Background: an optimization exercise with open tools, aiming at small area, a short achievable clock period and few clock cycles per item. Do not read the settings as production practice. Where RTL was checked, it was by simulation tests only, not by an equivalence proof against the original. For run 2, only the layout was checked, not whether the RTL still works.

==> flow/design.v (outline; a module is shown in full before it is edited, if it fits) <==
// module PixelSolverMultiCore: 6666 lines
// module MandelFA: 4 lines
// module MandelHA: 4 lines
module PixelSolverMultiCore (
  input               io_cmd_valid,
  output              io_cmd_ready,
  input      [27:0]   io_cmd_payload_x,
  input      [27:0]   io_cmd_payload_y,
  output              io_rsp_valid,
  input               io_rsp_ready,
  output     [5:0]    io_rsp_payload_iteration,
  input               clk,
  input               reset
);
  // ...
==> flow/flow/run.sh <==
#!/bin/bash
set -euo pipefail
MARGIN=${MARGIN:-6.5}
sed "s/SETUP_SLACK_MARGIN=[0-9.]*/SETUP_SLACK_MARGIN=$MARGIN/" standard.sh > standard_margin.sh
bash standard_margin.sh > standard.log 2>&1
==> flow/standard.sh <==
#!/bin/bash
# synth_recipe.tcl (not shown) runs the flow's synth.tcl, then flattens the netlist and writes it again
# the make line also repeats each setting of config.mk as NAME=value (left out here)
make -C /OpenROAD-flow-scripts/flow DESIGN_CONFIG=/design/flow/config.mk WORK_HOME=/design/flow/orfs CLKGATE_MAP_FILE= SYNTH_SCRIPT=/design/flow/synth_recipe.tcl "${@:-finish}"
==> flow/config.mk <==
export PLATFORM = sky130hd
export DESIGN_NAME = PixelSolverMultiCore
export DESIGN_NICKNAME = PixelSolverMultiCore
export VERILOG_FILES = /design/flow/design.v
export SDC_FILE = /design/flow/constraint.sdc
export NUM_CORES = 8
export LEC_CHECK = 0
export CAP_MARGIN = 20
export CORE_MARGIN = 2
export CORE_UTILIZATION = 60
export CTS_BUF_LIST = sky130_fd_sc_hd__clkbuf_16
export CTS_CLUSTER_DIAMETER = 150
export CTS_CLUSTER_SIZE = 24
export SETUP_SLACK_MARGIN = 5
export SLEW_MARGIN = 20
export SYNTH_HIERARCHICAL = 1
==> flow/constraint.sdc <==
create_clock -name core_clock -period 10.0 [get_ports {clk}]
set_input_delay 2.0000 -clock core_clock [delete_from_list [all_inputs] [get_ports {clk}]]
set_output_delay 2.0000 -clock core_clock [all_outputs]
set_load 0.01 [all_outputs]
==> qor.tcl, run 1 <==
set qor(global_route.overflow_total) 0
set qor(n_all_inverters) 676
set qor(cts-root-to-sink-buffers) 3
set qor(core.rowCount) 125
set qor(grt_max_degree) 97
set qor(total_buffers_and_inverters_traversed_by_the_critical_path) 3
set qor(cts.clk_slew.worst_paths_ns) 0.11
set qor(global_route.usage.total_pct) 31.7
set qor(layout.cells.most_common_list) {1116 x dfxtp_1, 1082 x fa_1, 753 x nand2_1}
set qor(post_synth_instance_area_sq_um) 70200
set qor(yosysTopAreaCell) {dfxtp_1}
set qor(critical_path.most_common_cell) {fa_1}
set qor(sh_seq_area_pct) 34.3
set qor(most_utilized_layer_in_the_global_route_result) {met2}
set qor(reg2reg_to) {q1_s3093}
set qor(detailedRoute.firstPassIterationCount) 6
set qor(final-seq-area_sq_um) 25400
set qor(final.period_utilization_pct) 35.0
set qor(cts_setup_buffers) 6
set qor(synth.distinct_cells) 73
set qor(effective_utilization_at_floorplan_pct) 60.5
set qor(final-hold-violation-count) 0
set qor(post-dp-hpwl_microns) 124000
set qor(postCtsResizedCells) 43
set qor(worstPathMaxFanout) 26
set qor(status) {no timing/DRC/antenna violations}
set qor(met3RoutedLength_microns) 15000
set qor(worst_slew_pin_slew_ns) 1.11
set qor(met3_usage_pct) 5.92
set qor(critPathCaptureType) {flip-flop}
set qor(synth-edff-count) 54
set qor(grt_antenna_before_repair) 3
set qor(post_dp_cell_area_sq_um) 72100
set qor(synth_commonest_cells) {1158 x dfxtp_1, 1082 x fa_1, 753 x nand2_1}
set qor(io_pins) 68
set qor(final.fill_count) 9282
set qor(grt_pass1_vias) 47243
set qor(crit_path_start_kind) {flip-flop}
set qor(non_clock_buffer_area_share_pct) 2.54
Testbench counts, summed over its fixed seeds: cycles 255,610, pixels 8,192.
==> run 2, diff against run 1 <==
--- a/flow/design.v
+++ b/flow/design.v
@@ -2960,175 +2960,148 @@
   reg q1_pp726;
   reg q1_pp725;
-  wire n3362;
-  wire s3363, c3364;
-  wire n3365;
+  wire s3362, c3363;
+  wire s3364, c3365;
   wire s3366, c3367;
-  wire n3368;
-  wire s3369, c3370;
-  wire n3371;
+  wire s3368, c3369;
+  wire s3370, c3371;
   wire s3372, c3373;
-  wire n3374;
-  wire s3375, c3376;
-  wire n3377;
+  wire s3374, c3375;
+  wire s3376, c3377;
   wire s3378, c3379;
-  wire n3380;
-  wire s3381, c3382;
-  wire n3383;
+  wire s3380, c3381;
+  wire s3382, c3383;
   wire s3384, c3385;
-  wire n3386;
-  wire s3387, c3388;
-  wire n3389;
+  wire s3386, c3387;
+  wire s3388, c3389;
   wire s3390, c3391;
-  wire n3392;
-  wire s3393, c3394;
-  wire n3395;
+  wire s3392, c3393;
+  wire s3394, c3395;
   wire s3396, c3397;
-  wire n3398;
-  wire s3399, c3400;
-  wire n3401;
+  wire s3398, c3399;
+  wire s3400, c3401;
   wire s3402, c3403;
-  wire n3404;
-  wire s3405, c3406;
-  wire n3407;
+  wire s3404, c3405;
+  wire s3406, c3407;
   wire s3408, c3409;
-  wire n3410;
-  wire s3411, c3412;
-  wire n3413;
+  wire s3410, c3411;
+  wire s3412, c3413;
   wire s3414, c3415;
-  wire n3416;
-  wire s3417, c3418;
-  wire n3419;
-  wire s3420, c3421;
-  wire n3422;
-  wire s3423, c3424;
-  wire n3425;
-  wire s3426, c3427;
-  wire n3428;
-  wire s3429, c3430;
-  wire n3431;
-  wire s3432, c3433;
-  wire n3434;
-  wire s3435, c3436;
-  wire n3437;
-  wire s3438, c3439;
-  wire n3440;
-  wire s3441, c3442;
-  wire n3443;
-  wire s3444, c3445;
-  wire n3446;
-  wire s3447, c3448;
-  wire n3449;
+  wire s3416, c3417;
+  wire mj3418;
+  wire mj3419;
+  wire mj3420;
+  wire mj3421;
+  wire mj3422;
+  wire mj3423;
+  wire mj3424;
+  wire mj3425;
+  wire mj3426;
+  wire mj3427;
+  wire mj3428;
+  wire mj3429;
+  wire mj3430;
+  wire mj3431;
+  wire mj3432;
+  wire mj3433;
+  wire mj3434;
+  wire mj3435;
+  wire mj3436;
+  wire mj3437;
+  wire mj3438;
+  wire mj3439;
+  wire mj3440;
+  wire mj3441;
+  wire mj3442;
+  wire mj3443;
+  wire mj3444;
+  wire mj3445;
+  wire s3446;
+  wire c3447;
+  wire s3448, c3449;
   wire s3450, c3451;
-  wire n3452;
-  wire s3453, c3454;
-  wire n3455;
+  wire s3452, c3453;
+  wire s3454, c3455;
   wire s3456, c3457;
-  wire n3458;
-  wire s3459, c3460;
-  wire n3461;
+  wire s3458, c3459;
+  wire s3460, c3461;
   wire s3462, c3463;
-  wire n3464;
-  wire s3465, c3466;
-  wire n3467;
+  wire s3464, c3465;
+  wire s3466, c3467;
   wire s3468, c3469;
-  wire n3470;
-  wire s3471, c3472;
-  wire n3473;
+  wire s3470, c3471;
+  wire s3472, c3473;
   wire s3474, c3475;
-  wire n3476;
-  wire s3477, c3478;
-  wire n3479;
+  wire s3476, c3477;
+  wire s3478, c3479;
   wire s3480, c3481;
-  wire n3482;
-  wire s3483, c3484;
-  wire n3485;
+  wire s3482, c3483;
+  wire s3484, c3485;
   wire s3486, c3487;
-  wire n3488;
-  wire s3489, c3490;
-  wire n3491;
+  wire s3488, c3489;
+  wire s3490, c3491;
   wire s3492, c3493;
-  wire n3494;
-  wire s3495, c3496;
-  wire n3497;
+  wire s3494, c3495;
+  wire s3496, c3497;
   wire s3498, c3499;
-  wire n3500;
-  wire s3501, c3502;
-  wire n3503;
-  wire s3504, c3505;
-  wire n3506;
-  wire s3507, c3508;
-  wire n3509;
-  wire s3510, c3511;
-  wire n3512;
-  wire s3513, c3514;
-  wire n3515;
-  wire s3516, c3517;
-  wire n3518;
-  wire s3519, c3520;
-  wire n3521;
-  wire s3522, c3523;
-  wire n3524;
-  wire s3525, c3526;
-  wire n3527;
-  wire s3528, c3529;
-  wire [28:0] sum3530;
-  reg q2_s3528;
-  reg q2_s3525;
-  reg q2_s3522;
-  reg q2_s3519;
-  reg q2_s3516;
-  reg q2_s3513;
-  reg q2_s3510;
-  reg q2_s3507;
-  reg q2_s3504;
-  reg q2_s3501;
+  wire s3500, c3501;
+  wire [28:0] sum3502;
+  reg q2_s3500;
   reg q2_s3498;
-  reg q2_s3495;
+  reg q2_s3496;
+  reg q2_s3494;
   reg q2_s3492;
-  reg q2_s3489;
+  reg q2_s3490;
+  reg q2_s3488;
   reg q2_s3486;
-  reg q2_s3483;
+  reg q2_s3484;
+  reg q2_s3482;
   reg q2_s3480;
-  reg q2_s3477;
+  reg q2_s3478;
+  reg q2_s3476;
   reg q2_s3474;
-  reg q2_s3471;
+  reg q2_s3472;
+  reg q2_s3470;
   reg q2_s3468;
-  reg q2_s3465;
+  reg q2_s3466;
+  reg q2_s3464;
   reg q2_s3462;
-  reg q2_s3459;
+  reg q2_s3460;
+  reg q2_s3458;
   reg q2_s3456;
-  reg q2_s3453;
+  reg q2_s3454;
+  reg q2_s3452;
   reg q2_s3450;
-  reg q2_s3447;
-  reg q2_c3526;
-  reg q2_c3523;
-  reg q2_c3520;
-  reg q2_c3517;
-  reg q2_c3514;
-  reg q2_c3511;
-  reg q2_c3508;
-  reg q2_c3505;
-  reg q2_c3502;
+  reg q2_s3448;
+  reg q2_s3446;
   reg q2_c3499;
-  reg q2_c3496;
+  reg q2_c3497;
+  reg q2_c3495;
   reg q2_c3493;
-  reg q2_c3490;
+  reg q2_c3491;
+  reg q2_c3489;
   reg q2_c3487;
-  reg q2_c3484;
+  reg q2_c3485;
+  reg q2_c3483;
   reg q2_c3481;
-  reg q2_c3478;
+  reg q2_c3479;
+  reg q2_c3477;
   reg q2_c3475;
-  reg q2_c3472;
+  reg q2_c3473;
+  reg q2_c3471;
   reg q2_c3469;
-  reg q2_c3466;
+  reg q2_c3467;
+  reg q2_c3465;
   reg q2_c3463;
-  reg q2_c3460;
+  reg q2_c3461;
+  reg q2_c3459;
   reg q2_c3457;
-  reg q2_c3454;
+  reg q2_c3455;
+  reg q2_c3453;
   reg q2_c3451;
-  reg q2_c3448;
+  reg q2_c3449;
+  reg q2_c3447;
   reg q2_co3360_20;
   reg q2_co3359_20;
-  wire [27:0] sum3531;
+  wire [27:0] sum3503;
   reg q2_s3354;
   reg q2_s3352;
@@ -3186,119 +3159,91 @@
   reg q2_c3301;
   reg q2_co3361_20;
-  wire s3532, c3533;
-  wire s3534, c3535;
-  wire s3536, c3537;
-  wire s3538, c3539;
-  wire s3540, c3541;
-  wire s3542, c3543;
-  wire s3544, c3545;
-  wire s3546, c3547;
-  wire s3548, c3549;
-  wire s3550, c3551;
-  wire s3552, c3553;
-  wire s3554, c3555;
-  wire s3556, c3557;
-  wire s3558, c3559;
-  wire s3560, c3561;
-  wire s3562, c3563;
-  wire s3564, c3565;
-  wire s3566, c3567;
-  wire s3568, c3569;
-  wire s3570, c3571;
-  wire s3572, c3573;
-  wire s3574, c3575;
-  wire s3576, c3577;
-  wire s3578, c3579;
-  wire s3580, c3581;
-  wire s3582, c3583;
-  wire s3584, c3585;
-  wire s3586, c3587;
   reg q1_r0_x0_0;
-  wire n3588;
-  wire s3589, c3590;
-  wire s3591, c3592;
-  wire s3593, c3594;
-  wire s3595, c3596;
-  wire s3597, c3598;
-  wire s3599, c3600;
-  wire s3601, c3602;
-  wire s3603, c3604;
-  wire s3605, c3606;
-  wire s3607, c3608;
-  wire s3609, c3610;
-  wire s3611, c3612;
-  wire s3613, c3614;
-  wire s3615, c3616;
-  wire s3617, c3618;
-  wire s3619, c3620;
-  wire s3621, c3622;
-  wire s3623, c3624;
-  wire s3625, c3626;
-  wire s3627, c3628;
-  wire s3629, c3630;
-  wire s3631, c3632;
-  wire s3633, c3634;
-  wire s3635, c3636;
-  wire s3637, c3638;
-  wire s3639, c3640;
-  wire s3641, c3642;
-  wire s3643, c3644;
-  wire [28:0] sum3645;
-  reg q2_s3643;
-  reg q2_s3641;
-  reg q2_s3639;
-  reg q2_s3637;
-  reg q2_s3635;
-  reg q2_s3633;
-  reg q2_s3631;
-  reg q2_s3629;
-  reg q2_s3627;
-  reg q2_s3625;
-  reg q2_s3623;
-  reg q2_s3621;
-  reg q2_s3619;
-  reg q2_s3617;
-  reg q2_s3615;
-  reg q2_s3613;
-  reg q2_s3611;
-  reg q2_s3609;
-  reg q2_s3607;
-  reg q2_s3605;
-  reg q2_s3603;
-  reg q2_s3601;
-  reg q2_s3599;
-  reg q2_s3597;
-  reg q2_s3595;
-  reg q2_s3593;
-  reg q2_s3591;
-  reg q2_s3589;
-  reg q2_c3642;
-  reg q2_c3640;
-  reg q2_c3638;
-  reg q2_c3636;
-  reg q2_c3634;
-  reg q2_c3632;
-  reg q2_c3630;
-  reg q2_c3628;
-  reg q2_c3626;
-  reg q2_c3624;
-  reg q2_c3622;
-  reg q2_c3620;
-  reg q2_c3618;
-  reg q2_c3616;
-  reg q2_c3614;
-  reg q2_c3612;
-  reg q2_c3610;
-  reg q2_c3608;
-  reg q2_c3606;
-  reg q2_c3604;
-  reg q2_c3602;
-  reg q2_c3600;
-  reg q2_c3598;
-  reg q2_c3596;
-  reg q2_c3594;
-  reg q2_c3592;
-  reg q2_c3590;
-  wire esc3646;
+  wire n3504;
+  wire s3505, c3506;
+  wire s3507, c3508;
+  wire s3509, c3510;
+  wire s3511, c3512;
+  wire s3513, c3514;
+  wire s3515, c3516;
+  wire s3517, c3518;
+  wire s3519, c3520;
+  wire s3521, c3522;
+  wire s3523, c3524;
+  wire s3525, c3526;
+  wire s3527, c3528;
+  wire s3529, c3530;
+  wire s3531, c3532;
+  wire s3533, c3534;
+  wire s3535, c3536;
+  wire s3537, c3538;
+  wire s3539, c3540;
+  wire s3541, c3542;
+  wire s3543, c3544;
+  wire s3545, c3546;
+  wire s3547, c3548;
+  wire s3549, c3550;
+  wire s3551, c3552;
+  wire s3553, c3554;
+  wire s3555, c3556;
+  wire s3557, c3558;
+  wire s3559, c3560;
+  wire [28:0] sum3561;
+  reg q2_s3559;
+  reg q2_s3557;
+  reg q2_s3555;
+  reg q2_s3553;
+  reg q2_s3551;
+  reg q2_s3549;
+  reg q2_s3547;
+  reg q2_s3545;
+  reg q2_s3543;
+  reg q2_s3541;
+  reg q2_s3539;
+  reg q2_s3537;
+  reg q2_s3535;
+  reg q2_s3533;
+  reg q2_s3531;
+  reg q2_s3529;
+  reg q2_s3527;
+  reg q2_s3525;
+  reg q2_s3523;
+  reg q2_s3521;
+  reg q2_s3519;
+  reg q2_s3517;
+  reg q2_s3515;
+  reg q2_s3513;
+  reg q2_s3511;
+  reg q2_s3509;
+  reg q2_s3507;
+  reg q2_s3505;
+  reg q2_c3558;
+  reg q2_c3556;
+  reg q2_c3554;
+  reg q2_c3552;
+  reg q2_c3550;
+  reg q2_c3548;
+  reg q2_c3546;
+  reg q2_c3544;
+  reg q2_c3542;
+  reg q2_c3540;
+  reg q2_c3538;
+  reg q2_c3536;
+  reg q2_c3534;
+  reg q2_c3532;
+  reg q2_c3530;
+  reg q2_c3528;
+  reg q2_c3526;
+  reg q2_c3524;
+  reg q2_c3522;
+  reg q2_c3520;
+  reg q2_c3518;
+  reg q2_c3516;
+  reg q2_c3514;
+  reg q2_c3512;
+  reg q2_c3510;
+  reg q2_c3508;
+  reg q2_c3506;
+  wire esc3562;
   reg [27:0] p1_x0;
   reg [27:0] p2_x0;
@@ -5700,179 +5645,124 @@
   assign co3360 = {1'b0, {~s2505, ~s2503, ~s2501, ~s2499, ~s2497, ~s2495, ~s2493, ~s2491, ~s2489, ~s2487, ~s2484, ~s2482, ~s2479, ~s2477, ~s2474, q1_r0_y_2, ~q1_pp364, ~q1_pp363, 1'b0, q1_r0_y_0}} + {1'b0, {~c2504, ~c2502, ~c2500, ~c2498, ~c2496, ~c2494, ~c2492, ~c2490, ~c2488, ~c2485, ~c2483, ~c2480, ~c2478, ~c2475, ~c2473, ~s2472, 1'b0, q1_r0_y_1, 1'b0, 1'b0}};
   assign co3361 = {1'b0, {~s3300, ~s3298, ~s3296, ~s3294, ~s3292, ~s3290, ~s3288, ~s3286, ~s3284, ~s3282, ~s3280, ~s3278, ~s3275, ~s3273, ~s3270, ~s3268, ~s3265, q1_r0_y_3, ~q1_pp726, ~q1_pp725}} + {1'b0, {~c3299, ~c3297, ~c3295, ~c3293, ~c3291, ~c3289, ~c3287, ~c3285, ~c3283, ~c3281, ~c3279, ~c3276, ~c3274, ~c3271, ~c3269, ~c3266, ~c3264, ~s3263, 1'b0, q1_r0_y_1}};
-  assign n3362 = ~s2507;
-  MandelFA us3363 (.a(s1793), .b(c1792), .c(n3362), .s(s3363), .co(c3364));
-  assign n3365 = ~s2509;
-  MandelFA us3366 (.a(s1795), .b(c1794), .c(n3365), .s(s3366), .co(c3367));
-  assign n3368 = ~s2511;
-  MandelFA us3369 (.a(s1797), .b(c1796), .c(n3368), .s(s3369), .co(c3370));
-  assign n3371 = ~s2513;
-  MandelFA us3372 (.a(s1799), .b(c1798), .c(n3371), .s(s3372), .co(c3373));
-  assign n3374 = ~s2515;
-  MandelFA us3375 (.a(s1801), .b(c1800), .c(n3374), .s(s3375), .co(c3376));
-  assign n3377 = ~s2517;
-  MandelFA us3378 (.a(s1803), .b(c1802), .c(n3377), .s(s3378), .co(c3379));
-  assign n3380 = ~s2519;
-  MandelFA us3381 (.a(s1805), .b(c1804), .c(n3380), .s(s3381), .co(c3382));
-  assign n3383 = ~s2521;
-  MandelFA us3384 (.a(s1807), .b(c1806), .c(n3383), .s(s3384), .co(c3385));
-  assign n3386 = ~s2523;
-  MandelFA us3387 (.a(s1809), .b(c1808), .c(n3386), .s(s3387), .co(c3388));
-  assign n3389 = ~s2525;
-  MandelFA us3390 (.a(s1811), .b(c1810), .c(n3389), .s(s3390), .co(c3391));
-  assign n3392 = ~s2527;
-  MandelFA us3393 (.a(s1813), .b(c1812), .c(n3392), .s(s3393), .co(c3394));
-  assign n3395 = ~s2529;
-  MandelFA us3396 (.a(s1815), .b(c1814), .c(n3395), .s(s3396), .co(c3397));
-  assign n3398 = ~s2531;
-  MandelFA us3399 (.a(s1817), .b(c1816), .c(n3398), .s(s3399), .co(c3400));
-  assign n3401 = ~s2533;
-  MandelFA us3402 (.a(s1819), .b(c1818), .c(n3401), .s(s3402), .co(c3403));
-  assign n3404 = ~s2535;
-  MandelFA us3405 (.a(s1821), .b(c1820), .c(n3404), .s(s3405), .co(c3406));
-  assign n3407 = ~s2537;
-  MandelFA us3408 (.a(s1823), .b(c1822), .c(n3407), .s(s3408), .co(c3409));
-  assign n3410 = ~s2539;
-  MandelFA us3411 (.a(s1825), .b(c1824), .c(n3410), .s(s3411), .co(c3412));
-  assign n3413 = ~s2541;
-  MandelFA us3414 (.a(s1827), .b(c1826), .c(n3413), .s(s3414), .co(c3415));
-  assign n3416 = ~s2543;
-  MandelFA us3417 (.a(s1829), .b(c1828), .c(n3416), .s(s3417), .co(c3418));
-  assign n3419 = ~s2545;
-  MandelFA us3420 (.a(s1831), .b(c1830), .c(n3419), .s(s3420), .co(c3421));
-  assign n3422 = ~s2547;
-  MandelFA us3423 (.a(s1833), .b(c1832), .c(n3422), .s(s3423), .co(c3424));
-  assign n3425 = ~s2549;
-  MandelFA us3426 (.a(s1835), .b(c1834), .c(n3425), .s(s3426), .co(c3427));
-  assign n3428 = ~s2551;
-  MandelFA us3429 (.a(s1837), .b(c1836), .c(n3428), .s(s3429), .co(c3430));
-  assign n3431 = ~s2553;
-  MandelFA us3432 (.a(s1840), .b(c1838), .c(n3431), .s(s3432), .co(c3433));
-  assign n3434 = ~s2555;
-  MandelFA us3435 (.a(s1843), .b(c1841), .c(n3434), .s(s3435), .co(c3436));
-  assign n3437 = ~s2557;
-  MandelFA us3438 (.a(s1846), .b(c1844), .c(n3437), .s(s3438), .co(c3439));
-  assign n3440 = ~s2559;
-  MandelFA us3441 (.a(s1849), .b(c1847), .c(n3440), .s(s3441), .co(c3442));
-  assign n3443 = ~s2561;
-  MandelFA us3444 (.a(s1852), .b(c1850), .c(n3443), .s(s3444), .co(c3445));
-  assign n3446 = ~c2506;
-  MandelHA us3447 (.a(s3363), .b(n3446), .s(s3447), .co(c3448));
-  assign n3449 = ~c2508;
-  MandelFA us3450 (.a(s3366), .b(c3364), .c(n3449), .s(s3450), .co(c3451));
-  assign n3452 = ~c2510;
-  MandelFA us3453 (.a(s3369), .b(c3367), .c(n3452), .s(s3453), .co(c3454));
-  assign n3455 = ~c2512;
-  MandelFA us3456 (.a(s3372), .b(c3370), .c(n3455), .s(s3456), .co(c3457));
-  assign n3458 = ~c2514;
-  MandelFA us3459 (.a(s3375), .b(c3373), .c(n3458), .s(s3459), .co(c3460));
-  assign n3461 = ~c2516;
-  MandelFA us3462 (.a(s3378), .b(c3376), .c(n3461), .s(s3462), .co(c3463));
-  assign n3464 = ~c2518;
-  MandelFA us3465 (.a(s3381), .b(c3379), .c(n3464), .s(s3465), .co(c3466));
-  assign n3467 = ~c2520;
-  MandelFA us3468 (.a(s3384), .b(c3382), .c(n3467), .s(s3468), .co(c3469));
-  assign n3470 = ~c2522;
-  MandelFA us3471 (.a(s3387), .b(c3385), .c(n3470), .s(s3471), .co(c3472));
-  assign n3473 = ~c2524;
-  MandelFA us3474 (.a(s3390), .b(c3388), .c(n3473), .s(s3474), .co(c3475));
-  assign n3476 = ~c2526;
-  MandelFA us3477 (.a(s3393), .b(c3391), .c(n3476), .s(s3477), .co(c3478));
-  assign n3479 = ~c2528;
-  MandelFA us3480 (.a(s3396), .b(c3394), .c(n3479), .s(s3480), .co(c3481));
-  assign n3482 = ~c2530;
-  MandelFA us3483 (.a(s3399), .b(c3397), .c(n3482), .s(s3483), .co(c3484));
-  assign n3485 = ~c2532;
-  MandelFA us3486 (.a(s3402), .b(c3400), .c(n3485), .s(s3486), .co(c3487));
-  assign n3488 = ~c2534;
-  MandelFA us3489 (.a(s3405), .b(c3403), .c(n3488), .s(s3489), .co(c3490));
-  assign n3491 = ~c2536;
-  MandelFA us3492 (.a(s3408), .b(c3406), .c(n3491), .s(s3492), .co(c3493));
-  assign n3494 = ~c2538;
-  MandelFA us3495 (.a(s3411), .b(c3409), .c(n3494), .s(s3495), .co(c3496));
-  assign n3497 = ~c2540;
-  MandelFA us3498 (.a(s3414), .b(c3412), .c(n3497), .s(s3498), .co(c3499));
-  assign n3500 = ~c2542;
-  MandelFA us3501 (.a(s3417), .b(c3415), .c(n3500), .s(s3501), .co(c3502));
-  assign n3503 = ~c2544;
-  MandelFA us3504 (.a(s3420), .b(c3418), .c(n3503), .s(s3504), .co(c3505));
-  assign n3506 = ~c2546;
-  MandelFA us3507 (.a(s3423), .b(c3421), .c(n3506), .s(s3507), .co(c3508));
-  assign n3509 = ~c2548;
-  MandelFA us3510 (.a(s3426), .b(c3424), .c(n3509), .s(s3510), .co(c3511));
-  assign n3512 = ~c2550;
-  MandelFA us3513 (.a(s3429), .b(c3427), .c(n3512), .s(s3513), .co(c3514));
-  assign n3515 = ~c2552;
-  MandelFA us3516 (.a(s3432), .b(c3430), .c(n3515), .s(s3516), .co(c3517));
-  assign n3518 = ~c2554;
-  MandelFA us3519 (.a(s3435), .b(c3433), .c(n3518), .s(s3519), .co(c3520));
-  assign n3521 = ~c2556;
-  MandelFA us3522 (.a(s3438), .b(c3436), .c(n3521), .s(s3522), .co(c3523));
-  assign n3524 = ~c2558;
-  MandelFA us3525 (.a(s3441), .b(c3439), .c(n3524), .s(s3525), .co(c3526));
-  assign n3527 = ~c2560;
-  MandelFA us3528 (.a(s3444), .b(c3442), .c(n3527), .s(s3528), .co(c3529));
-  assign sum3530 = {~q2_s3528, ~q2_s3525, ~q2_s3522, ~q2_s3519, ~q2_s3516, ~q2_s3513, ~q2_s3510, ~q2_s3507, ~q2_s3504, ~q2_s3501, ~q2_s3498, ~q2_s3495, ~q2_s3492, ~q2_s3489, ~q2_s3486, ~q2_s3483, ~q2_s3480, ~q2_s3477, ~q2_s3474, ~q2_s3471, ~q2_s3468, ~q2_s3465, ~q2_s3462, ~q2_s3459, ~q2_s3456, ~q2_s3453, ~q2_s3450, ~q2_s3447, 1'b1} + {~q2_c3526, ~q2_c3523, ~q2_c3520, ~q2_c3517, ~q2_c3514, ~q2_c3511, ~q2_c3508, ~q2_c3505, ~q2_c3502, ~q2_c3499, ~q2_c3496, ~q2_c3493, ~q2_c3490, ~q2_c3487, ~q2_c3484, ~q2_c3481, ~q2_c3478, ~q2_c3475, ~q2_c3472, ~q2_c3469, ~q2_c3466, ~q2_c3463, ~q2_c3460, ~q2_c3457, ~q2_c3454, ~q2_c3451, ~q2_c3448, ~q2_co3360_20, q2_co3359_20};
-  assign sum3531 = {~q2_s3354, ~q2_s3352, ~q2_s3350, ~q2_s3348, ~q2_s3346, ~q2_s3344, ~q2_s3342, ~q2_s3340, ~q2_s3338, ~q2_s3336, ~q2_s3334, ~q2_s3332, ~q2_s3330, ~q2_s3328, ~q2_s3326, ~q2_s3324, ~q2_s3322, ~q2_s3320, ~q2_s3318, ~q2_s3316, ~q2_s3314, ~q2_s3312, ~q2_s3310, ~q2_s3308, ~q2_s3306, ~q2_s3304, ~q2_s3302, 1'b1} + {~q2_c3353, ~q2_c3351, ~q2_c3349, ~q2_c3347, ~q2_c3345, ~q2_c3343, ~q2_c3341, ~q2_c3339, ~q2_c3337, ~q2_c3335, ~q2_c3333, ~q2_c3331, ~q2_c3329, ~q2_c3327, ~q2_c3325, ~q2_c3323, ~q2_c3321, ~q2_c3319, ~q2_c3317, ~q2_c3315, ~q2_c3313, ~q2_c3311, ~q2_c3309, ~q2_c3307, ~q2_c3305, ~q2_c3303, ~q2_c3301, q2_co3361_20};
-  MandelFA us3532 (.a(s1793), .b(c1792), .c(s2507), .s(s3532), .co(c3533));
-  MandelFA us3534 (.a(s1795), .b(c1794), .c(s2509), .s(s3534), .co(c3535));
-  MandelFA us3536 (.a(s1797), .b(c1796), .c(s2511), .s(s3536), .co(c3537));
-  MandelFA us3538 (.a(s1799), .b(c1798), .c(s2513), .s(s3538), .co(c3539));
-  MandelFA us3540 (.a(s1801), .b(c1800), .c(s2515), .s(s3540), .co(c3541));
-  MandelFA us3542 (.a(s1803), .b(c1802), .c(s2517), .s(s3542), .co(c3543));
-  MandelFA us3544 (.a(s1805), .b(c1804), .c(s2519), .s(s3544), .co(c3545));
-  MandelFA us3546 (.a(s1807), .b(c1806), .c(s2521), .s(s3546), .co(c3547));
-  MandelFA us3548 (.a(s1809), .b(c1808), .c(s2523), .s(s3548), .co(c3549));
-  MandelFA us3550 (.a(s1811), .b(c1810), .c(s2525), .s(s3550), .co(c3551));
-  MandelFA us3552 (.a(s1813), .b(c1812), .c(s2527), .s(s3552), .co(c3553));
-  MandelFA us3554 (.a(s1815), .b(c1814), .c(s2529), .s(s3554), .co(c3555));
-  MandelFA us3556 (.a(s1817), .b(c1816), .c(s2531), .s(s3556), .co(c3557));
-  MandelFA us3558 (.a(s1819), .b(c1818), .c(s2533), .s(s3558), .co(c3559));
-  MandelFA us3560 (.a(s1821), .b(c1820), .c(s2535), .s(s3560), .co(c3561));
-  MandelFA us3562 (.a(s1823), .b(c1822), .c(s2537), .s(s3562), .co(c3563));
-  MandelFA us3564 (.a(s1825), .b(c1824), .c(s2539), .s(s3564), .co(c3565));
-  MandelFA us3566 (.a(s1827), .b(c1826), .c(s2541), .s(s3566), .co(c3567));
-  MandelFA us3568 (.a(s1829), .b(c1828), .c(s2543), .s(s3568), .co(c3569));
-  MandelFA us3570 (.a(s1831), .b(c1830), .c(s2545), .s(s3570), .co(c3571));
-  MandelFA us3572 (.a(s1833), .b(c1832), .c(s2547), .s(s3572), .co(c3573));
-  MandelFA us3574 (.a(s1835), .b(c1834), .c(s2549), .s(s3574), .co(c3575));
-  MandelFA us3576 (.a(s1837), .b(c1836), .c(s2551), .s(s3576), .co(c3577));
-  MandelFA us3578 (.a(s1840), .b(c1838), .c(s2553), .s(s3578), .co(c3579));
-  MandelFA us3580 (.a(s1843), .b(c1841), .c(s2555), .s(s3580), .co(c3581));
-  MandelFA us3582 (.a(s1846), .b(c1844), .c(s2557), .s(s3582), .co(c3583));
-  MandelFA us3584 (.a(s1849), .b(c1847), .c(s2559), .s(s3584), .co(c3585));
-  MandelFA us3586 (.a(s1852), .b(c1850), .c(s2561), .s(s3586), .co(c3587));
-  assign n3588 = ~q1_r0_x0_0;
-  MandelFA us3589 (.a(s3532), .b(n3588), .c(c2506), .s(s3589), .co(c3590));
-  MandelFA us3591 (.a(s3534), .b(c3533), .c(c2508), .s(s3591), .co(c3592));
-  MandelFA us3593 (.a(s3536), .b(c3535), .c(c2510), .s(s3593), .co(c3594));
-  MandelFA us3595 (.a(s3538), .b(c3537), .c(c2512), .s(s3595), .co(c3596));
-  MandelFA us3597 (.a(s3540), .b(c3539), .c(c2514), .s(s3597), .co(c3598));
-  MandelFA us3599 (.a(s3542), .b(c3541), .c(c2516), .s(s3599), .co(c3600));
-  MandelFA us3601 (.a(s3544), .b(c3543), .c(c2518), .s(s3601), .co(c3602));
-  MandelFA us3603 (.a(s3546), .b(c3545), .c(c2520), .s(s3603), .co(c3604));
-  MandelFA us3605 (.a(s3548), .b(c3547), .c(c2522), .s(s3605), .co(c3606));
-  MandelFA us3607 (.a(s3550), .b(c3549), .c(c2524), .s(s3607), .co(c3608));
-  MandelFA us3609 (.a(s3552), .b(c3551), .c(c2526), .s(s3609), .co(c3610));
-  MandelFA us3611 (.a(s3554), .b(c3553), .c(c2528), .s(s3611), .co(c3612));
-  MandelFA us3613 (.a(s3556), .b(c3555), .c(c2530), .s(s3613), .co(c3614));
-  MandelFA us3615 (.a(s3558), .b(c3557), .c(c2532), .s(s3615), .co(c3616));
-  MandelFA us3617 (.a(s3560), .b(c3559), .c(c2534), .s(s3617), .co(c3618));
-  MandelFA us3619 (.a(s3562), .b(c3561), .c(c2536), .s(s3619), .co(c3620));
-  MandelFA us3621 (.a(s3564), .b(c3563), .c(c2538), .s(s3621), .co(c3622));
-  MandelFA us3623 (.a(s3566), .b(c3565), .c(c2540), .s(s3623), .co(c3624));
-  MandelFA us3625 (.a(s3568), .b(c3567), .c(c2542), .s(s3625), .co(c3626));
-  MandelFA us3627 (.a(s3570), .b(c3569), .c(c2544), .s(s3627), .co(c3628));
-  MandelFA us3629 (.a(s3572), .b(c3571), .c(c2546), .s(s3629), .co(c3630));
-  MandelFA us3631 (.a(s3574), .b(c3573), .c(c2548), .s(s3631), .co(c3632));
-  MandelFA us3633 (.a(s3576), .b(c3575), .c(c2550), .s(s3633), .co(c3634));
-  MandelFA us3635 (.a(s3578), .b(c3577), .c(c2552), .s(s3635), .co(c3636));
-  MandelFA us3637 (.a(s3580), .b(c3579), .c(c2554), .s(s3637), .co(c3638));
-  MandelFA us3639 (.a(s3582), .b(c3581), .c(c2556), .s(s3639), .co(c3640));
-  MandelFA us3641 (.a(s3584), .b(c3583), .c(c2558), .s(s3641), .co(c3642));
-  MandelFA us3643 (.a(s3586), .b(c3585), .c(c2560), .s(s3643), .co(c3644));
-  assign sum3645 = {~q2_s3643, ~q2_s3641, ~q2_s3639, ~q2_s3637, ~q2_s3635, ~q2_s3633, ~q2_s3631, ~q2_s3629, ~q2_s3627, ~q2_s3625, ~q2_s3623, ~q2_s3621, ~q2_s3619, ~q2_s3617, ~q2_s3615, ~q2_s3613, ~q2_s3611, ~q2_s3609, ~q2_s3607, ~q2_s3605, ~q2_s3603, ~q2_s3601, ~q2_s3599, ~q2_s3597, ~q2_s3595, ~q2_s3593, ~q2_s3591, ~q2_s3589, 1'b1} + {~q2_c3642, ~q2_c3640, ~q2_c3638, ~q2_c3636, ~q2_c3634, ~q2_c3632, ~q2_c3630, ~q2_c3628, ~q2_c3626, ~q2_c3624, ~q2_c3622, ~q2_c3620, ~q2_c3618, ~q2_c3616, ~q2_c3614, ~q2_c3612, ~q2_c3610, ~q2_c3608, ~q2_c3606, ~q2_c3604, ~q2_c3602, ~q2_c3600, ~q2_c3598, ~q2_c3596, ~q2_c3594, ~q2_c3592, ~q2_c3590, q2_co3360_20, q2_co3359_20};
-  assign esc3646 = ~sum3645[28] & (sum3645[23] | sum3645[24] | sum3645[25] | sum3645[26] | sum3645[27]);
+  MandelFA us3362 (.a(s1793), .b(c1792), .c(s2507), .s(s3362), .co(c3363));
+  MandelFA us3364 (.a(s1795), .b(c1794), .c(s2509), .s(s3364), .co(c3365));
+  MandelFA us3366 (.a(s1797), .b(c1796), .c(s2511), .s(s3366), .co(c3367));
+  MandelFA us3368 (.a(s1799), .b(c1798), .c(s2513), .s(s3368), .co(c3369));
+  MandelFA us3370 (.a(s1801), .b(c1800), .c(s2515), .s(s3370), .co(c3371));
+  MandelFA us3372 (.a(s1803), .b(c1802), .c(s2517), .s(s3372), .co(c3373));
+  MandelFA us3374 (.a(s1805), .b(c1804), .c(s2519), .s(s3374), .co(c3375));
+  MandelFA us3376 (.a(s1807), .b(c1806), .c(s2521), .s(s3376), .co(c3377));
+  MandelFA us3378 (.a(s1809), .b(c1808), .c(s2523), .s(s3378), .co(c3379));
+  MandelFA us3380 (.a(s1811), .b(c1810), .c(s2525), .s(s3380), .co(c3381));
+  MandelFA us3382 (.a(s1813), .b(c1812), .c(s2527), .s(s3382), .co(c3383));
+  MandelFA us3384 (.a(s1815), .b(c1814), .c(s2529), .s(s3384), .co(c3385));
+  MandelFA us3386 (.a(s1817), .b(c1816), .c(s2531), .s(s3386), .co(c3387));
+  MandelFA us3388 (.a(s1819), .b(c1818), .c(s2533), .s(s3388), .co(c3389));
+  MandelFA us3390 (.a(s1821), .b(c1820), .c(s2535), .s(s3390), .co(c3391));
+  MandelFA us3392 (.a(s1823), .b(c1822), .c(s2537), .s(s3392), .co(c3393));
+  MandelFA us3394 (.a(s1825), .b(c1824), .c(s2539), .s(s3394), .co(c3395));
+  MandelFA us3396 (.a(s1827), .b(c1826), .c(s2541), .s(s3396), .co(c3397));
+  MandelFA us3398 (.a(s1829), .b(c1828), .c(s2543), .s(s3398), .co(c3399));
+  MandelFA us3400 (.a(s1831), .b(c1830), .c(s2545), .s(s3400), .co(c3401));
+  MandelFA us3402 (.a(s1833), .b(c1832), .c(s2547), .s(s3402), .co(c3403));
+  MandelFA us3404 (.a(s1835), .b(c1834), .c(s2549), .s(s3404), .co(c3405));
+  MandelFA us3406 (.a(s1837), .b(c1836), .c(s2551), .s(s3406), .co(c3407));
+  MandelFA us3408 (.a(s1840), .b(c1838), .c(s2553), .s(s3408), .co(c3409));
+  MandelFA us3410 (.a(s1843), .b(c1841), .c(s2555), .s(s3410), .co(c3411));
+  MandelFA us3412 (.a(s1846), .b(c1844), .c(s2557), .s(s3412), .co(c3413));
+  MandelFA us3414 (.a(s1849), .b(c1847), .c(s2559), .s(s3414), .co(c3415));
+  MandelFA us3416 (.a(s1852), .b(c1850), .c(s2561), .s(s3416), .co(c3417));
+  assign mj3418 = (~s1793 & ~c1792) | (~s1793 & s2507) | (~c1792 & s2507);
+  assign mj3419 = (~s1795 & ~c1794) | (~s1795 & s2509) | (~c1794 & s2509);
+  assign mj3420 = (~s1797 & ~c1796) | (~s1797 & s2511) | (~c1796 & s2511);
+  assign mj3421 = (~s1799 & ~c1798) | (~s1799 & s2513) | (~c1798 & s2513);
+  assign mj3422 = (~s1801 & ~c1800) | (~s1801 & s2515) | (~c1800 & s2515);
+  assign mj3423 = (~s1803 & ~c1802) | (~s1803 & s2517) | (~c1802 & s2517);
+  assign mj3424 = (~s1805 & ~c1804) | (~s1805 & s2519) | (~c1804 & s2519);
+  assign mj3425 = (~s1807 & ~c1806) | (~s1807 & s2521) | (~c1806 & s2521);
+  assign mj3426 = (~s1809 & ~c1808) | (~s1809 & s2523) | (~c1808 & s2523);
+  assign mj3427 = (~s1811 & ~c1810) | (~s1811 & s2525) | (~c1810 & s2525);
+  assign mj3428 = (~s1813 & ~c1812) | (~s1813 & s2527) | (~c1812 & s2527);
+  assign mj3429 = (~s1815 & ~c1814) | (~s1815 & s2529) | (~c1814 & s2529);
+  assign mj3430 = (~s1817 & ~c1816) | (~s1817 & s2531) | (~c1816 & s2531);
+  assign mj3431 = (~s1819 & ~c1818) | (~s1819 & s2533) | (~c1818 & s2533);
+  assign mj3432 = (~s1821 & ~c1820) | (~s1821 & s2535) | (~c1820 & s2535);
+  assign mj3433 = (~s1823 & ~c1822) | (~s1823 & s2537) | (~c1822 & s2537);
+  assign mj3434 = (~s1825 & ~c1824) | (~s1825 & s2539) | (~c1824 & s2539);
+  assign mj3435 = (~s1827 & ~c1826) | (~s1827 & s2541) | (~c1826 & s2541);
+  assign mj3436 = (~s1829 & ~c1828) | (~s1829 & s2543) | (~c1828 & s2543);
+  assign mj3437 = (~s1831 & ~c1830) | (~s1831 & s2545) | (~c1830 & s2545);
+  assign mj3438 = (~s1833 & ~c1832) | (~s1833 & s2547) | (~c1832 & s2547);
+  assign mj3439 = (~s1835 & ~c1834) | (~s1835 & s2549) | (~c1834 & s2549);
+  assign mj3440 = (~s1837 & ~c1836) | (~s1837 & s2551) | (~c1836 & s2551);
+  assign mj3441 = (~s1840 & ~c1838) | (~s1840 & s2553) | (~c1838 & s2553);
+  assign mj3442 = (~s1843 & ~c1841) | (~s1843 & s2555) | (~c1841 & s2555);
+  assign mj3443 = (~s1846 & ~c1844) | (~s1846 & s2557) | (~c1844 & s2557);
+  assign mj3444 = (~s1849 & ~c1847) | (~s1849 & s2559) | (~c1847 & s2559);
+  assign mj3445 = (~s1852 & ~c1850) | (~s1852 & s2561) | (~c1850 & s2561);
+  assign s3446 = ~(s3362 ^ c2506);
+  assign c3447 = s3362 | c2506;
+  MandelFA us3448 (.a(s3364), .b(mj3418), .c(c2508), .s(s3448), .co(c3449));
+  MandelFA us3450 (.a(s3366), .b(mj3419), .c(c2510), .s(s3450), .co(c3451));
+  MandelFA us3452 (.a(s3368), .b(mj3420), .c(c2512), .s(s3452), .co(c3453));
+  MandelFA us3454 (.a(s3370), .b(mj3421), .c(c2514), .s(s3454), .co(c3455));
+  MandelFA us3456 (.a(s3372), .b(mj3422), .c(c2516), .s(s3456), .co(c3457));
+  MandelFA us3458 (.a(s3374), .b(mj3423), .c(c2518), .s(s3458), .co(c3459));
+  MandelFA us3460 (.a(s3376), .b(mj3424), .c(c2520), .s(s3460), .co(c3461));
+  MandelFA us3462 (.a(s3378), .b(mj3425), .c(c2522), .s(s3462), .co(c3463));
+  MandelFA us3464 (.a(s3380), .b(mj3426), .c(c2524), .s(s3464), .co(c3465));
+  MandelFA us3466 (.a(s3382), .b(mj3427), .c(c2526), .s(s3466), .co(c3467));
+  MandelFA us3468 (.a(s3384), .b(mj3428), .c(c2528), .s(s3468), .co(c3469));
+  MandelFA us3470 (.a(s3386), .b(mj3429), .c(c2530), .s(s3470), .co(c3471));
+  MandelFA us3472 (.a(s3388), .b(mj3430), .c(c2532), .s(s3472), .co(c3473));
+  MandelFA us3474 (.a(s3390), .b(mj3431), .c(c2534), .s(s3474), .co(c3475));
+  MandelFA us3476 (.a(s3392), .b(mj3432), .c(c2536), .s(s3476), .co(c3477));
+  MandelFA us3478 (.a(s3394), .b(mj3433), .c(c2538), .s(s3478), .co(c3479));
+  MandelFA us3480 (.a(s3396), .b(mj3434), .c(c2540), .s(s3480), .co(c3481));
+  MandelFA us3482 (.a(s3398), .b(mj3435), .c(c2542), .s(s3482), .co(c3483));
+  MandelFA us3484 (.a(s3400), .b(mj3436), .c(c2544), .s(s3484), .co(c3485));
+  MandelFA us3486 (.a(s3402), .b(mj3437), .c(c2546), .s(s3486), .co(c3487));
+  MandelFA us3488 (.a(s3404), .b(mj3438), .c(c2548), .s(s3488), .co(c3489));
+  MandelFA us3490 (.a(s3406), .b(mj3439), .c(c2550), .s(s3490), .co(c3491));
+  MandelFA us3492 (.a(s3408), .b(mj3440), .c(c2552), .s(s3492), .co(c3493));
+  MandelFA us3494 (.a(s3410), .b(mj3441), .c(c2554), .s(s3494), .co(c3495));
+  MandelFA us3496 (.a(s3412), .b(mj3442), .c(c2556), .s(s3496), .co(c3497));
+  MandelFA us3498 (.a(s3414), .b(mj3443), .c(c2558), .s(s3498), .co(c3499));
+  MandelFA us3500 (.a(s3416), .b(mj3444), .c(c2560), .s(s3500), .co(c3501));
+  assign sum3502 = {q2_s3500, q2_s3498, q2_s3496, q2_s3494, q2_s3492, q2_s3490, q2_s3488, q2_s3486, q2_s3484, q2_s3482, q2_s3480, q2_s3478, q2_s3476, q2_s3474, q2_s3472, q2_s3470, q2_s3468, q2_s3466, q2_s3464, q2_s3462, q2_s3460, q2_s3458, q2_s3456, q2_s3454, q2_s3452, q2_s3450, q2_s3448, q2_s3446, 1'b1} + {q2_c3499, q2_c3497, q2_c3495, q2_c3493, q2_c3491, q2_c3489, q2_c3487, q2_c3485, q2_c3483, q2_c3481, q2_c3479, q2_c3477, q2_c3475, q2_c3473, q2_c3471, q2_c3469, q2_c3467, q2_c3465, q2_c3463, q2_c3461, q2_c3459, q2_c3457, q2_c3455, q2_c3453, q2_c3451, q2_c3449, q2_c3447, ~q2_co3360_20, q2_co3359_20};
+  assign sum3503 = {~q2_s3354, ~q2_s3352, ~q2_s3350, ~q2_s3348, ~q2_s3346, ~q2_s3344, ~q2_s3342, ~q2_s3340, ~q2_s3338, ~q2_s3336, ~q2_s3334, ~q2_s3332, ~q2_s3330, ~q2_s3328, ~q2_s3326, ~q2_s3324, ~q2_s3322, ~q2_s3320, ~q2_s3318, ~q2_s3316, ~q2_s3314, ~q2_s3312, ~q2_s3310, ~q2_s3308, ~q2_s3306, ~q2_s3304, ~q2_s3302, 1'b1} + {~q2_c3353, ~q2_c3351, ~q2_c3349, ~q2_c3347, ~q2_c3345, ~q2_c3343, ~q2_c3341, ~q2_c3339, ~q2_c3337, ~q2_c3335, ~q2_c3333, ~q2_c3331, ~q2_c3329, ~q2_c3327, ~q2_c3325, ~q2_c3323, ~q2_c3321, ~q2_c3319, ~q2_c3317, ~q2_c3315, ~q2_c3313, ~q2_c3311, ~q2_c3309, ~q2_c3307, ~q2_c3305, ~q2_c3303, ~q2_c3301, q2_co3361_20};
+  assign n3504 = ~q1_r0_x0_0;
+  MandelFA us3505 (.a(s3362), .b(n3504), .c(c2506), .s(s3505), .co(c3506));
+  MandelFA us3507 (.a(s3364), .b(c3363), .c(c2508), .s(s3507), .co(c3508));
+  MandelFA us3509 (.a(s3366), .b(c3365), .c(c2510), .s(s3509), .co(c3510));
+  MandelFA us3511 (.a(s3368), .b(c3367), .c(c2512), .s(s3511), .co(c3512));
+  MandelFA us3513 (.a(s3370), .b(c3369), .c(c2514), .s(s3513), .co(c3514));
+  MandelFA us3515 (.a(s3372), .b(c3371), .c(c2516), .s(s3515), .co(c3516));
+  MandelFA us3517 (.a(s3374), .b(c3373), .c(c2518), .s(s3517), .co(c3518));
+  MandelFA us3519 (.a(s3376), .b(c3375), .c(c2520), .s(s3519), .co(c3520));
+  MandelFA us3521 (.a(s3378), .b(c3377), .c(c2522), .s(s3521), .co(c3522));
+  MandelFA us3523 (.a(s3380), .b(c3379), .c(c2524), .s(s3523), .co(c3524));
+  MandelFA us3525 (.a(s3382), .b(c3381), .c(c2526), .s(s3525), .co(c3526));
+  MandelFA us3527 (.a(s3384), .b(c3383), .c(c2528), .s(s3527), .co(c3528));
+  MandelFA us3529 (.a(s3386), .b(c3385), .c(c2530), .s(s3529), .co(c3530));
+  MandelFA us3531 (.a(s3388), .b(c3387), .c(c2532), .s(s3531), .co(c3532));
+  MandelFA us3533 (.a(s3390), .b(c3389), .c(c2534), .s(s3533), .co(c3534));
+  MandelFA us3535 (.a(s3392), .b(c3391), .c(c2536), .s(s3535), .co(c3536));
+  MandelFA us3537 (.a(s3394), .b(c3393), .c(c2538), .s(s3537), .co(c3538));
+  MandelFA us3539 (.a(s3396), .b(c3395), .c(c2540), .s(s3539), .co(c3540));
+  MandelFA us3541 (.a(s3398), .b(c3397), .c(c2542), .s(s3541), .co(c3542));
+  MandelFA us3543 (.a(s3400), .b(c3399), .c(c2544), .s(s3543), .co(c3544));
+  MandelFA us3545 (.a(s3402), .b(c3401), .c(c2546), .s(s3545), .co(c3546));
+  MandelFA us3547 (.a(s3404), .b(c3403), .c(c2548), .s(s3547), .co(c3548));
+  MandelFA us3549 (.a(s3406), .b(c3405), .c(c2550), .s(s3549), .co(c3550));
+  MandelFA us3551 (.a(s3408), .b(c3407), .c(c2552), .s(s3551), .co(c3552));
+  MandelFA us3553 (.a(s3410), .b(c3409), .c(c2554), .s(s3553), .co(c3554));
+  MandelFA us3555 (.a(s3412), .b(c3411), .c(c2556), .s(s3555), .co(c3556));
+  MandelFA us3557 (.a(s3414), .b(c3413), .c(c2558), .s(s3557), .co(c3558));
+  MandelFA us3559 (.a(s3416), .b(c3415), .c(c2560), .s(s3559), .co(c3560));
+  assign sum3561 = {~q2_s3559, ~q2_s3557, ~q2_s3555, ~q2_s3553, ~q2_s3551, ~q2_s3549, ~q2_s3547, ~q2_s3545, ~q2_s3543, ~q2_s3541, ~q2_s3539, ~q2_s3537, ~q2_s3535, ~q2_s3533, ~q2_s3531, ~q2_s3529, ~q2_s3527, ~q2_s3525, ~q2_s3523, ~q2_s3521, ~q2_s3519, ~q2_s3517, ~q2_s3515, ~q2_s3513, ~q2_s3511, ~q2_s3509, ~q2_s3507, ~q2_s3505, 1'b1} + {~q2_c3558, ~q2_c3556, ~q2_c3554, ~q2_c3552, ~q2_c3550, ~q2_c3548, ~q2_c3546, ~q2_c3544, ~q2_c3542, ~q2_c3540, ~q2_c3538, ~q2_c3536, ~q2_c3534, ~q2_c3532, ~q2_c3530, ~q2_c3528, ~q2_c3526, ~q2_c3524, ~q2_c3522, ~q2_c3520, ~q2_c3518, ~q2_c3516, ~q2_c3514, ~q2_c3512, ~q2_c3510, ~q2_c3508, ~q2_c3506, q2_co3360_20, q2_co3359_20};
+  assign esc3562 = ~sum3561[28] & (sum3561[23] | sum3561[24] | sum3561[25] | sum3561[26] | sum3561[27]);
   wire [5:0] it_l = p2_it;
-  wire esc_l = esc3646;
+  wire esc_l = esc3562;
   wire fe_l = p2_fe;
   wire f62_l = p2_f62;
@@ -5894,5 +5784,5 @@
     end
   endfunction
-  wire [27:0] yn_l = {sum3531[27], sum3531[26], sum3531[25], sum3531[24], sum3531[23], sum3531[22], sum3531[21], sum3531[20], sum3531[19], sum3531[18], sum3531[17], sum3531[16], sum3531[15], sum3531[14], sum3531[13], sum3531[12], sum3531[11], sum3531[10], sum3531[9], sum3531[8], sum3531[7], sum3531[6], sum3531[5], sum3531[4], sum3531[3], sum3531[2], sum3531[1], q2_q1_r0_y0_0};
+  wire [27:0] yn_l = {sum3503[27], sum3503[26], sum3503[25], sum3503[24], sum3503[23], sum3503[22], sum3503[21], sum3503[20], sum3503[19], sum3503[18], sum3503[17], sum3503[16], sum3503[15], sum3503[14], sum3503[13], sum3503[12], sum3503[11], sum3503[10], sum3503[9], sum3503[8], sum3503[7], sum3503[6], sum3503[5], sum3503[4], sum3503[3], sum3503[2], sum3503[1], q2_q1_r0_y0_0};
   wire [27:0] bn_l = booth(yn_l);
   wire [27:0] bn_c = booth(io_cmd_payload_y);
@@ -6430,59 +6320,59 @@
     q1_pp726 <= pp726;
     q1_pp725 <= pp725;
-    q2_s3528 <= s3528;
-    q2_s3525 <= s3525;
-    q2_s3522 <= s3522;
-    q2_s3519 <= s3519;
-    q2_s3516 <= s3516;
-    q2_s3513 <= s3513;
-    q2_s3510 <= s3510;
-    q2_s3507 <= s3507;
-    q2_s3504 <= s3504;
-    q2_s3501 <= s3501;
+    q2_s3500 <= s3500;
     q2_s3498 <= s3498;
-    q2_s3495 <= s3495;
+    q2_s3496 <= s3496;
+    q2_s3494 <= s3494;
     q2_s3492 <= s3492;
-    q2_s3489 <= s3489;
+    q2_s3490 <= s3490;
+    q2_s3488 <= s3488;
     q2_s3486 <= s3486;
-    q2_s3483 <= s3483;
+    q2_s3484 <= s3484;
+    q2_s3482 <= s3482;
     q2_s3480 <= s3480;
-    q2_s3477 <= s3477;
+    q2_s3478 <= s3478;
+    q2_s3476 <= s3476;
     q2_s3474 <= s3474;
-    q2_s3471 <= s3471;
+    q2_s3472 <= s3472;
+    q2_s3470 <= s3470;
     q2_s3468 <= s3468;
-    q2_s3465 <= s3465;
+    q2_s3466 <= s3466;
+    q2_s3464 <= s3464;
     q2_s3462 <= s3462;
-    q2_s3459 <= s3459;
+    q2_s3460 <= s3460;
+    q2_s3458 <= s3458;
     q2_s3456 <= s3456;
-    q2_s3453 <= s3453;
+    q2_s3454 <= s3454;
+    q2_s3452 <= s3452;
     q2_s3450 <= s3450;
-    q2_s3447 <= s3447;
-    q2_c3526 <= c3526;
-    q2_c3523 <= c3523;
-    q2_c3520 <= c3520;
-    q2_c3517 <= c3517;
-    q2_c3514 <= c3514;
-    q2_c3511 <= c3511;
-    q2_c3508 <= c3508;
-    q2_c3505 <= c3505;
-    q2_c3502 <= c3502;
+    q2_s3448 <= s3448;
+    q2_s3446 <= s3446;
     q2_c3499 <= c3499;
-    q2_c3496 <= c3496;
+    q2_c3497 <= c3497;
+    q2_c3495 <= c3495;
     q2_c3493 <= c3493;
-    q2_c3490 <= c3490;
+    q2_c3491 <= c3491;
+    q2_c3489 <= c3489;
     q2_c3487 <= c3487;
-    q2_c3484 <= c3484;
+    q2_c3485 <= c3485;
+    q2_c3483 <= c3483;
     q2_c3481 <= c3481;
-    q2_c3478 <= c3478;
+    q2_c3479 <= c3479;
+    q2_c3477 <= c3477;
     q2_c3475 <= c3475;
-    q2_c3472 <= c3472;
+    q2_c3473 <= c3473;
+    q2_c3471 <= c3471;
     q2_c3469 <= c3469;
-    q2_c3466 <= c3466;
+    q2_c3467 <= c3467;
+    q2_c3465 <= c3465;
     q2_c3463 <= c3463;
-    q2_c3460 <= c3460;
+    q2_c3461 <= c3461;
+    q2_c3459 <= c3459;
     q2_c3457 <= c3457;
-    q2_c3454 <= c3454;
+    q2_c3455 <= c3455;
+    q2_c3453 <= c3453;
     q2_c3451 <= c3451;
-    q2_c3448 <= c3448;
+    q2_c3449 <= c3449;
+    q2_c3447 <= c3447;
     q2_co3360_20 <= co3360[20];
     q2_co3359_20 <= co3359[20];
@@ -6543,59 +6433,59 @@
     q2_co3361_20 <= co3361[20];
     q1_r0_x0_0 <= r0_x0[0];
-    q2_s3643 <= s3643;
-    q2_s3641 <= s3641;
-    q2_s3639 <= s3639;
-    q2_s3637 <= s3637;
-    q2_s3635 <= s3635;
-    q2_s3633 <= s3633;
-    q2_s3631 <= s3631;
-    q2_s3629 <= s3629;
-    q2_s3627 <= s3627;
-    q2_s3625 <= s3625;
-    q2_s3623 <= s3623;
-    q2_s3621 <= s3621;
-    q2_s3619 <= s3619;
-    q2_s3617 <= s3617;
-    q2_s3615 <= s3615;
-    q2_s3613 <= s3613;
-    q2_s3611 <= s3611;
-    q2_s3609 <= s3609;
-    q2_s3607 <= s3607;
-    q2_s3605 <= s3605;
-    q2_s3603 <= s3603;
-    q2_s3601 <= s3601;
-    q2_s3599 <= s3599;
-    q2_s3597 <= s3597;
-    q2_s3595 <= s3595;
-    q2_s3593 <= s3593;
-    q2_s3591 <= s3591;
-    q2_s3589 <= s3589;
-    q2_c3642 <= c3642;
-    q2_c3640 <= c3640;
-    q2_c3638 <= c3638;
-    q2_c3636 <= c3636;
-    q2_c3634 <= c3634;
-    q2_c3632 <= c3632;
-    q2_c3630 <= c3630;
-    q2_c3628 <= c3628;
-    q2_c3626 <= c3626;
-    q2_c3624 <= c3624;
-    q2_c3622 <= c3622;
-    q2_c3620 <= c3620;
-    q2_c3618 <= c3618;
-    q2_c3616 <= c3616;
-    q2_c3614 <= c3614;
-    q2_c3612 <= c3612;
-    q2_c3610 <= c3610;
-    q2_c3608 <= c3608;
-    q2_c3606 <= c3606;
-    q2_c3604 <= c3604;
-    q2_c3602 <= c3602;
-    q2_c3600 <= c3600;
-    q2_c3598 <= c3598;
-    q2_c3596 <= c3596;
-    q2_c3594 <= c3594;
-    q2_c3592 <= c3592;
-    q2_c3590 <= c3590;
+    q2_s3559 <= s3559;
+    q2_s3557 <= s3557;
+    q2_s3555 <= s3555;
+    q2_s3553 <= s3553;
+    q2_s3551 <= s3551;
+    q2_s3549 <= s3549;
+    q2_s3547 <= s3547;
+    q2_s3545 <= s3545;
+    q2_s3543 <= s3543;
+    q2_s3541 <= s3541;
+    q2_s3539 <= s3539;
+    q2_s3537 <= s3537;
+    q2_s3535 <= s3535;
+    q2_s3533 <= s3533;
+    q2_s3531 <= s3531;
+    q2_s3529 <= s3529;
+    q2_s3527 <= s3527;
+    q2_s3525 <= s3525;
+    q2_s3523 <= s3523;
+    q2_s3521 <= s3521;
+    q2_s3519 <= s3519;
+    q2_s3517 <= s3517;
+    q2_s3515 <= s3515;
+    q2_s3513 <= s3513;
+    q2_s3511 <= s3511;
+    q2_s3509 <= s3509;
+    q2_s3507 <= s3507;
+    q2_s3505 <= s3505;
+    q2_c3558 <= c3558;
+    q2_c3556 <= c3556;
+    q2_c3554 <= c3554;
+    q2_c3552 <= c3552;
+    q2_c3550 <= c3550;
+    q2_c3548 <= c3548;
+    q2_c3546 <= c3546;
+    q2_c3544 <= c3544;
+    q2_c3542 <= c3542;
+    q2_c3540 <= c3540;
+    q2_c3538 <= c3538;
+    q2_c3536 <= c3536;
+    q2_c3534 <= c3534;
+    q2_c3532 <= c3532;
+    q2_c3530 <= c3530;
+    q2_c3528 <= c3528;
+    q2_c3526 <= c3526;
+    q2_c3524 <= c3524;
+    q2_c3522 <= c3522;
+    q2_c3520 <= c3520;
+    q2_c3518 <= c3518;
+    q2_c3516 <= c3516;
+    q2_c3514 <= c3514;
+    q2_c3512 <= c3512;
+    q2_c3510 <= c3510;
+    q2_c3508 <= c3508;
+    q2_c3506 <= c3506;
     p1_x0 <= r0_x0;
     p2_x0 <= p1_x0;
@@ -6628,6 +6518,6 @@
       r0_seq <= alloc;
     end else begin
-      r0_x <= {sum3530[28], sum3530[27], sum3530[26], sum3530[25], sum3530[24], sum3530[23], sum3530[22], sum3530[21], sum3530[20], sum3530[19], sum3530[18], sum3530[17], sum3530[16], sum3530[15], sum3530[14], sum3530[13], sum3530[12], sum3530[11], sum3530[10], sum3530[9], sum3530[8], sum3530[7], sum3530[6], sum3530[5], sum3530[4], sum3530[3], sum3530[2], sum3530[1]};
-      r0_y <= {sum3531[27], sum3531[26], sum3531[25], sum3531[24], sum3531[23], sum3531[22], sum3531[21], sum3531[20], sum3531[19], sum3531[18], sum3531[17], sum3531[16], sum3531[15], sum3531[14], sum3531[13], sum3531[12], sum3531[11], sum3531[10], sum3531[9], sum3531[8], sum3531[7], sum3531[6], sum3531[5], sum3531[4], sum3531[3], sum3531[2], sum3531[1], q2_q1_r0_y0_0};
+      r0_x <= {sum3502[28], sum3502[27], sum3502[26], sum3502[25], sum3502[24], sum3502[23], sum3502[22], sum3502[21], sum3502[20], sum3502[19], sum3502[18], sum3502[17], sum3502[16], sum3502[15], sum3502[14], sum3502[13], sum3502[12], sum3502[11], sum3502[10], sum3502[9], sum3502[8], sum3502[7], sum3502[6], sum3502[5], sum3502[4], sum3502[3], sum3502[2], sum3502[1]};
+      r0_y <= {sum3503[27], sum3503[26], sum3503[25], sum3503[24], sum3503[23], sum3503[22], sum3503[21], sum3503[20], sum3503[19], sum3503[18], sum3503[17], sum3503[16], sum3503[15], sum3503[14], sum3503[13], sum3503[12], sum3503[11], sum3503[10], sum3503[9], sum3503[8], sum3503[7], sum3503[6], sum3503[5], sum3503[4], sum3503[3], sum3503[2], sum3503[1], q2_q1_r0_y0_0};
       {r0_bt, r0_bo} <= bn_l;
       r0_x0 <= p2_x0;
==> run 2 against run 1 <==
  * Design area down 1.4%
  * Cell count down 1.9%
  * Utilization down 0.072 points
  * Clock skew shrank 0.0020 ns
  * Critical endpoint is now q1_s1581
  * Die area decreased by 1.2%
  * Highest routed layer is now met4
  * First-iteration DRC count up 12%
  * Sequential share of layout area up 0.51 points
  * Fmax is 3.2% lower
==> qor.tcl, run 2 <==
set qor(postRouteAntennaNets) 0 ;# unchanged
set qor(critPathCaptureType) {flip-flop} ;# unchanged
set qor(most_utilized_layer_in_the_global_route_result) {met2} ;# unchanged
set qor(grt_pass1_vias) 46485 ;# was 47243
set qor(status) {no timing/DRC/antenna violations} ;# unchanged
set qor(layout.cell_area.non_filler_sq_um) 73100 ;# was 74100 sq um
set qor(layout-area-overhead-vs-synth_pct) 5.39 ;# was 5.66%
set qor(final-hold-violation-count) 0 ;# unchanged
set qor(detailedRoute.firstPassIterationCount) 9 ;# was 6
set qor(leading_post_synthesis_cells_by_cell_area) {dfxtp_1 33%, fa_1 30%, xnor2_1 4.9%} ;# was dfxtp_1 33%, fa_1 31%, xnor2_1 5.0%
set qor(htree_num_levels) 2 ;# unchanged
set qor(startpoint) {r0_x[19]} ;# was r0_y[21]
set qor(finalWorstPathRequiredPeriod_ns) 3.62 ;# was 3.50 ns
set qor(worstHoldStart) {p1_x0[22]} ;# was p2_snap[5]
set qor(synth_commonest_cells) {1158 x dfxtp_1, 1054 x fa_1, 745 x nand2_1} ;# was 1158 x dfxtp_1, 1082 x fa_1, 753 x nand2_1
set qor(grt.met1_usage_pct) 40.9 ;# was 41.5%
set qor(number_of_buffer_cells_added_on_primary_ports) 67 ;# unchanged
set qor(global_route.usage.total_pct) 31.6 ;# was 31.7%
set qor(final_cell_count_no_fill) 7412 ;# was 7558
set qor(final_core_utilization_pct) 63.8 ;# was 63.9%
set qor(synth-edff-count) 54 ;# unchanged
set qor(grt_antenna_before_repair) 6 ;# was 3
set qor(synth-seq-area-share_pct) 36.6 ;# was 36.1%
set qor(fin_setup_tns_ns) 0 ;# unchanged
set qor(worstPathMaxFanout) 34 ;# was 26
set qor(dp_slack_ns) 5.95 ;# was 5.94 ns
set qor(finalWorstSetupSlack_ns) 6.38 ;# was 6.50 ns
set qor(max_clock_freq_mhz) 276 ;# was 285 MHz
set qor(synthesis.area_per_instance_sq_um) 11.4 ;# was 11.3 sq um
set qor(core-area_sq_um) 115000 ;# was 116000 sq um
set qor(criticalPathCategory) {flip-flop to flip-flop} ;# unchanged
set qor(worstReg2RegStart) {r0_x[19]} ;# was r0_y[21]
set qor(post_synth_instance_area_sq_um) 69300 ;# was 70200 sq um
set qor(detail_route.wl_per_cell_microns) 24.5 ;# was 24.6 microns
set qor(cts-root-to-sink-buffers) 3 ;# unchanged
set qor(max-cap-violations) 0 ;# unchanged
set qor(global_route.overflow_total) 0 ;# unchanged
set qor(rsz0062_at_grt) {true} ;# unchanged
set qor(cts.clk_slew.worst_paths_ns) 0.10 ;# was 0.11 ns
set qor(synth.distinct_cells) 77 ;# was 73
set qor(yosysTopAreaCell) {dfxtp_1} ;# unchanged
set qor(crit_path_start_kind) {flip-flop} ;# unchanged
set qor(met3_usage_pct) 6.50 ;# was 5.92%
set qor(critical_path_arrival_ns) 4.21 ;# was 4.09 ns
set qor(seq_cells_post_synth) 1234 ;# unchanged
set qor(hold_path.class) {flip-flop to flip-flop} ;# unchanged
set qor(final.period_utilization_pct) 36.2 ;# was 35.0%
set qor(layout_commonest_cell) {dfxtp_1} ;# unchanged
set qor(postSynthNetCount) 7415 ;# was 7559
set qor(post-dp-hpwl_microns) 121000 ;# was 124000 microns
set qor(chipWidth_microns) 344 ;# was 346 microns
set qor(worst_slew_pin_slew_ns) 1.13 ;# was 1.11 ns
set qor(routed_via_density) 5.83 ;# about the same
set qor(worst_clock_skew_ns) 0.0469 ;# was 0.0490 ns
set qor(core.rowCount) 124 ;# was 125
set qor(yosys_warnings) 7 ;# unchanged
set qor(grt_max_degree) 83 ;# was 97
set qor(tritoncts_clock_tree) {built} ;# unchanged
set qor(effective_utilization_at_floorplan_pct) 60.5 ;# about the same
set qor(detailroute.via_count) 43249 ;# was 44036
set qor(io_pins) 68 ;# unchanged
set qor(layout.cells.most_common_list) {1115 x dfxtp_1, 1053 x fa_1, 745 x nand2_1} ;# was 1116 x dfxtp_1, 1082 x fa_1, 753 x nand2_1
set qor(post_dp_cell_area_sq_um) 71200 ;# was 72100 sq um
set qor(finalWirelength_microns) 182000 ;# was 186000 microns
set qor(clock_tree.root_cell) {clkbuf_16} ;# unchanged
set qor(clock-sinks) 1234 ;# unchanged
set qor(final_layout_size_suffix_gt1_share_pct) 6.03 ;# was 5.99%
set qor(drtIter0Drc) 3704 ;# was 3315
run 2: changes by cell type in the layout (fill, tap and decap cells not counted), sizes merged, moves of 7 or more:
cell	delta
inv	-89
a21o	+32
o21ai	+31
fa	-28
xor2	+22
buf	-15
xnor2	-13
nor2	-11
o21a	-9
o31ai	-8
and3	-7
nand2	-7
run 2: routing by layer:
layer / wire, microns / part of all wire, %
met1: 70700 / 39
met2: 86000 / 47
met3: 15900 / 8.7
met4: 9280 / 5.1
met5: 0 / 0
run 2: area by class of cell:
type / count / area [sq um]
Sequential cell: 1234 / 25400
Tap cell: 1512 / 1890
Multi-Input combinational cell: 3835 / 40300
Fill cell: 9354 / 41400
Clock inverter: 10 / 105
Clock buffer: 57 / 1430
Timing Repair Buffer: 176 / 1680
Antenna cell: 1 / 2.50
Inverter: 587 / 2220
run 2: final timing paths:
kind | slack, ns | depth (start not counted) | endpoint
min | 0.33 | 0 | p2_x0[22]
min in group asynchronous | 1.78 | 2 | rob_v[0]
min reg2reg | 0.33 | 0 | p2_x0[22]
max | 6.38 | 5 | q1_s1581
max reg2reg | 6.38 | 5 | q1_s1581
max in group asynchronous | 7.64 | 2 | head[0]
run 2: timing repair:
item,CTS,global route
gates resized for setup,51,45
hold buffers,0,0
endpoints found under the setup margin,89,88
pin swaps,0,6
buffers inserted,2,2
run 2: critical path, stage by stage, from the launching register on:
cell and delay [ns]:
dfxtp_2 0.98, buf_4 0.71, nand2_1 0.17, fa_1 0.56, fa_1 0.54, fa_1 0.49
run 2: cell families after synthesis:
| logic type | Yosys count | synth area share [%] |
|---|---|---|
| buf+inv | 1000 | 5.43 |
| mux | 98 | 1.82 |
| compound gates | 832 | 8.11 |
| fa+ha+maj | 1286 | 34.6 |
| xor+xnor | 538 | 6.82 |
| simple gates | 1081 | 6.64 |
| flops | 1234 | 36.6 |
run 2: modules after synthesis (local to each module, per instance):
module	times used	area (sq um)	flip-flops and latches
PixelSolverMultiCore	1	48200	1234
MandelFA	1051	20.0	0
MandelHA	10	12.5	0

what the ideal ports hide:
No port has a modelled driver above. Below, the same layouts with a new extraction and two added sets of constraints.
Step 1: set_driving_cell puts a clkbuf_16 on clk and a buf_2 on each other input, an assumption about the parent block.
Step 2 also shifts input and output timing later by t, the mid clock arrival at the registers, as if the neighbouring blocks saw the same clock.
Slacks: ideal / step 1 / step 2; pairs: ideal / step 1.
| run | t (ns) | setup WS [ns] |
|---|---|---|
| run 1 | 0.784 | 6.496 / 6.496 / 5.919 |
| run 2 | 0.795 | 6.381 / 6.381 / 5.981 |
After both steps every run listed still meets setup and hold.
